From an optimization exercise on the open Yosys and OpenROAD flow, aimed at small area and a short achievable clock period; shortcuts taken in it are not production practice.
The RTL was checked by simulation tests, not by an equivalence proof against the original design.

== run A ==
==> flow/design.v (excerpt) <==
module ROTATING_VECTORING(clk, xi, yi, xf, yf);
  input clk;
  input [15:0] xi, yi;
  output [15:0] xf, yf;
  reg [7:0] E;
  wire ad1_m = ~(1'b1);
  wire ad1_p0 = xi[0] ^ (yi[0] ^ ad1_m);
  wire ad1_p1 = xi[1] ^ (yi[1] ^ ad1_m);
  wire ad1_p2 = xi[2] ^ (yi[2] ^ ad1_m);
  wire ad1_p3 = xi[3] ^ (yi[3] ^ ad1_m);
  wire ad1_p4 = xi[4] ^ (yi[4] ^ ad1_m);
  wire ad1_p5 = xi[5] ^ (yi[5] ^ ad1_m);
  wire ad1_p6 = xi[6] ^ (yi[6] ^ ad1_m);
  wire ad1_p7 = xi[7] ^ (yi[7] ^ ad1_m);
  wire ad1_p8 = xi[8] ^ (yi[8] ^ ad1_m);
  wire ad1_p9 = xi[9] ^ (yi[9] ^ ad1_m);
  wire ad1_p10 = xi[10] ^ (yi[10] ^ ad1_m);
  wire ad1_p11 = xi[11] ^ (yi[11] ^ ad1_m);
  wire ad1_p12 = xi[12] ^ (yi[12] ^ ad1_m);
  wire ad1_p13 = xi[13] ^ (yi[13] ^ ad1_m);
  wire ad1_p14 = xi[14] ^ (yi[14] ^ ad1_m);
  wire ad1_p15 = xi[15] ^ (yi[15] ^ ad1_m);
  wire ad1_g0_0 = (xi[0] & (yi[0] ^ ad1_m)) | (ad1_p0 & (1'b0 ^ ad1_m));
  wire ad1_g1_0 = xi[1] & (yi[1] ^ ad1_m);
  wire ad1_g2_0 = xi[2] & (yi[2] ^ ad1_m);
  wire ad1_g3_0 = xi[3] & (yi[3] ^ ad1_m);
  wire ad1_g4_0 = xi[4] & (yi[4] ^ ad1_m);
  wire ad1_g5_0 = xi[5] & (yi[5] ^ ad1_m);
  wire ad1_g6_0 = xi[6] & (yi[6] ^ ad1_m);
  wire ad1_g7_0 = xi[7] & (yi[7] ^ ad1_m);
  wire ad1_g8_0 = xi[8] & (yi[8] ^ ad1_m);
  wire ad1_g9_0 = xi[9] & (yi[9] ^ ad1_m);
  wire ad1_g10_0 = xi[10] & (yi[10] ^ ad1_m);
  wire ad1_g11_0 = xi[11] & (yi[11] ^ ad1_m);
  wire ad1_g12_0 = xi[12] & (yi[12] ^ ad1_m);
  wire ad1_g13_0 = xi[13] & (yi[13] ^ ad1_m);
  wire ad1_g14_0 = xi[14] & (yi[14] ^ ad1_m);
  wire ad1_g15_0 = xi[15] & (yi[15] ^ ad1_m);
  wire ad1_g1_1 = ad1_g1_0 | (ad1_p1 & ad1_g0_0);
  wire ad1_pp1_1 = ad1_p1 & ad1_p0;
  wire ad1_g2_1 = ad1_g2_0 | (ad1_p2 & ad1_g1_0);
  wire ad1_pp2_1 = ad1_p2 & ad1_p1;
  wire ad1_g3_1 = ad1_g3_0 | (ad1_p3 & ad1_g2_0);
  wire ad1_pp3_1 = ad1_p3 & ad1_p2;
  wire ad1_g4_1 = ad1_g4_0 | (ad1_p4 & ad1_g3_0);
  wire ad1_pp4_1 = ad1_p4 & ad1_p3;
  ...
For scale: ~65 I/O pins, roughly 0.030 mm^2 of cells after synthesis.
==> flow/config.mk <==
export PLATFORM = sky130hd
export DESIGN_NAME = ROTATING_VECTORING
export DESIGN_NICKNAME = ROTATING_VECTORING
export VERILOG_FILES = /design/flow/design.v
export SDC_FILE = /design/flow/constraint.sdc
export NUM_CORES = 4
export LEC_CHECK = 0
export ABC_AREA = 1
export CAP_MARGIN = 20
export CORE_MARGIN = 2
export CORE_UTILIZATION = 40
export CTS_CLUSTER_DIAMETER = 80
export CTS_CLUSTER_SIZE = 30
export PLACE_DENSITY = 0.75
export SETUP_SLACK_MARGIN = 5
export SLEW_MARGIN = 20
==> flow/constraint.sdc <==
create_clock -name core_clock -period 8.0 [get_ports {clk}]
set_input_delay 1.6000 -clock core_clock [delete_from_list [all_inputs] [get_ports {clk}]]
set_output_delay 1.6000 -clock core_clock [all_outputs]
set_load 0.01 [all_outputs]
run.sh (not shown) runs the stock make flow with config.mk's settings and CLKGATE_MAP_FILE= SYNTH_SCRIPT=/design/flow/synth_recipe.tcl, a recipe that flattens the netlist after the stock synthesis.
## Diff of input files: run D against run A
Settings: CTS_CLUSTER_DIAMETER: 80 -> unset; CTS_CLUSTER_SIZE: 30 -> unset.
### Flow results
Diff run A -> run D: met1 usage in global routing did not really move; global-route wire length before repair now sits higher.
Where slack of the critical path is concerned, run A is better than run D.
Run D gives less fraction of area in registers than run A did.
Run D completed; timing, DRC and antenna clean
End of the critical path: rx6[9] -> run D, ry1[15] -> run A

---

## run Z
Starting RTL as in the previous note.
clock: 8.0 ns
lec_check: 0
abc_area: 1
cap_margin: 20
core_margin: 2
core_utilization: 40
cts_buf_list: sky130_fd_sc_hd__clkbuf_8 sky130_fd_sc_hd__clkbuf_16
cts_cluster_diameter: 100
cts_cluster_size: 24
place_density: 0.75
setup_slack_margin: 5
slew_margin: 20
Run Z: done, clean on timing, DRC and antenna
Inputs modified between run Z and run P:
Settings: swapping 40 for 50 in CORE_UTILIZATION; clearing CTS_BUF_LIST, which used to be sky130_fd_sc_hd__clkbuf_8 sky130_fd_sc_hd__clkbuf_16.
Notes after the runs:
Any difference in arrival time at the worst endpoint between run P and run Z is small enough to ignore.
Final cell area: run P below run Z
Re total setup violations reported at the end of the flow: no difference whatsoever between run Z and run P.
| post-layout utilization of the core | lower: run Z |
Status: fraction of area in non-clock buffers parity (run P, run Z)
In the reports for run Z and run P, the smaller count of clock-net buffers in the final layout belongs to run P.
Relative to run Z, the routed wire length measured on run P has decreased slightly.

---

## maple
Starting RTL as in the previous note.
clock: 8.0 ns
lec_check: 0
abc_area: 1
cap_margin: 20
core_margin: 2
core_utilization: 40
cts_cluster_diameter: 100
cts_cluster_size: 30
place_density: 0.75
setup_slack_margin: 5
slew_margin: 20
maple went all the way through synthesis, placement and routing and the layout is clean on timing, DRC and antenna.
What nickel does differently from maple at the input level:
==> flow/flow/run.sh (new file) <==
#!/bin/bash
# The standard layout, with timing repair aimed at a 2.7 ns clock (setup margin 5.3 ns
# on the design's 8 ns clock); constraints and clock period are the design's.
set -euo pipefail
bash standard.sh SETUP_SLACK_MARGIN=5.3 finish > standard.log 2>&1
==> flow/standard.sh (new file) <==
#!/bin/bash
# synth_recipe.tcl (not shown) runs the flow's synth.tcl, then flattens the netlist and writes it again
# the make line also repeats each setting of config.mk as NAME=value (left out here)
make -C /OpenROAD-flow-scripts/flow DESIGN_CONFIG=/design/flow/config.mk WORK_HOME=/design/flow/orfs CLKGATE_MAP_FILE= SYNTH_SCRIPT=/design/flow/synth_recipe.tcl "${@:-finish}"
diff --git a/flow/config.mk b/flow/config.mk
--- a/flow/config.mk
+++ b/flow/config.mk
@@ -10,7 +10,4 @@
 export CORE_MARGIN = 2
 export CORE_UTILIZATION = 40
-export CTS_CLUSTER_DIAMETER = 100
-export CTS_CLUSTER_SIZE = 30
-export PLACE_DENSITY = 0.75
 export SETUP_SLACK_MARGIN = 5
 export SLEW_MARGIN = 20
removed: flow/run.sh
## What came out
- Last element of the critical path = vy6[8]$_DFF_P_: nickel; last element of the critical path = vy2[9]$_DFF_P_: maple
- Cell count: nickel higher than maple
- nickel went all the way through the flow, and no timing, DRC or antenna check failed.
- Critical path depth: lower on nickel
- Measured against nickel, the wire length reported by the detailed router of maple comes out at 0.943 times the reference value.
- Relative to maple, total of plain and repair buffers excluding clock buffers has increased by 115 in nickel.
What xenon does differently from nickel at the input level:
==> flow/run.sh (new file) <==
#!/bin/bash
# synth_recipe.tcl (not shown) runs the flow's synth.tcl, then flattens the netlist and writes it again
# the make line also repeats each setting of config.mk as NAME=value (left out here)
make -C /OpenROAD-flow-scripts/flow DESIGN_CONFIG=/design/flow/config.mk WORK_HOME=/design/flow/orfs CLKGATE_MAP_FILE= SYNTH_SCRIPT=/design/flow/synth_recipe.tcl finish
diff --git a/flow/config.mk b/flow/config.mk
--- a/flow/config.mk
+++ b/flow/config.mk
@@ -10,4 +10,6 @@
 export CORE_MARGIN = 2
 export CORE_UTILIZATION = 40
+export CTS_CLUSTER_SIZE = 24
+export PLACE_DENSITY = 0.75
 export SETUP_SLACK_MARGIN = 5
 export SLEW_MARGIN = 20
removed: flow/flow/run.sh
removed: flow/standard.sh
==> comparison <==
- xenon reached the end of the flow, and the finished layout is clean on the timing, design-rule and antenna checks.
- Going from nickel to xenon, layout overhead on the synthesized area decreased by 7.3 points relative to the old numbers, tightest hold margin increased by 0.0035 ns relative to the old numbers.
- Sort xenon and nickel by final critical delay including setup and external delays desc -> top: xenon
- Per the comparison of xenon with nickel, length of the first detailed-routing pass in iterations higher; sequential share of cell area went up 1.4 points.
--- input diff xenon..harbor ---
diff --git a/flow/config.mk b/flow/config.mk
--- a/flow/config.mk
+++ b/flow/config.mk
@@ -10,5 +10,7 @@
 export CORE_MARGIN = 2
 export CORE_UTILIZATION = 40
+export CTS_CLUSTER_DIAMETER = 100
 export CTS_CLUSTER_SIZE = 24
+export GPL_ROUTABILITY_DRIVEN = 0
 export PLACE_DENSITY = 0.75
 export SETUP_SLACK_MARGIN = 5
==> comparison <==
The endpoint of the worst setup timing path comes out rx6[9]$_DFF_P_ in one run and ry1[10]$_DFF_P_ in the other, namely in xenon and harbor respectively. harbor against xenon: number of setup violations in the final report about even; global-route usage fell 1.0 points; number of global-route vias before repair fell 568.

---

Starting RTL as in the previous note.
export LEC_CHECK = 0
export ABC_AREA = 1
export CAP_MARGIN = 20
export CORE_MARGIN = 2
export CORE_UTILIZATION = 40
export CTS_BUF_LIST = sky130_fd_sc_hd__clkbuf_8
export CTS_CLUSTER_SIZE = 30
export PLACE_DENSITY = 0.75
export SETUP_SLACK_MARGIN = 5
export SLEW_MARGIN = 20
create_clock -name core_clock -period 8.0 [get_ports {clk}]
Stock flow here: none of the scripts above is used.
Next try:
CTS_BUF_LIST = not set   (was sky130_fd_sc_hd__clkbuf_8)
CTS_CLUSTER_DIAMETER = 120   (was not set)
CTS_CLUSTER_SIZE = 20   (was 30)
=> Worst setup slack gets better by 0.032 ns. Utilization shrinks by 1.4 points. Global-route usage shrinks by 0.47 points. Sequential share of layout area grows by 0.83 points. First-iteration DRC count shrinks slightly. Area after synthesis is unchanged. Cell count shrinks by a few percent. Clock skew shrinks by 0.0059 ns.

what the ideal ports hide:
Ports are ideal in the flow. The routed layouts listed here were re-timed in OpenROAD. Step 1, drivers: a clkbuf_16 drives clk and a buf_2 each remaining input, both assumed. Step 2 adds t to the input delays and takes it off the output delays; t is the mean of the earliest and latest rising clock arrival at the registers after step 1. Input paths then give back, and output paths get back, about the clock's delay inside the block. Three values: ideal, step 1, step 2; two values: the first two.
run	t (ns)	setup slack, ns	hold slack, ns	worst setup path at the end
run A	0.667	5.037 / 5.040 / 4.407	0.328 / 0.328 / 0.328	input to register
run D	0.672	5.025 / 5.025 / 4.444	0.321 / 0.321 / 0.321	input to register
run Z	0.653	5.036 / 5.036 / 4.453	0.329 / 0.329 / 0.329	input to register
run P	0.625	5.007 / 5.007 / 4.447	0.327 / 0.327 / 0.327	input to register
maple	0.640	5.023 / 5.023 / 4.486	0.333 / 0.333 / 0.333	input to register
nickel	0.650	5.192 / 5.192 / 4.728	0.317 / 0.317 / 0.317	input to register
xenon	0.672	5.025 / 5.025 / 4.444	0.321 / 0.321 / 0.321	input to register
harbor	0.630	4.993 / 5.026 / 4.396	0.331 / 0.331 / 0.331	input to register
the first run of note 4	0.724	5.027 / 5.027 / 4.366	0.311 / 0.311 / 0.311	input to register
the second run of note 4	0.655	5.059 / 5.065 / 4.441	0.328 / 0.328 / 0.328	input to register
After both steps setup and hold are still met in every run listed. The setup slack of the first run of note 4, which loses most, moves by 0.000 ns with the drivers and by -0.661 ns with both steps.
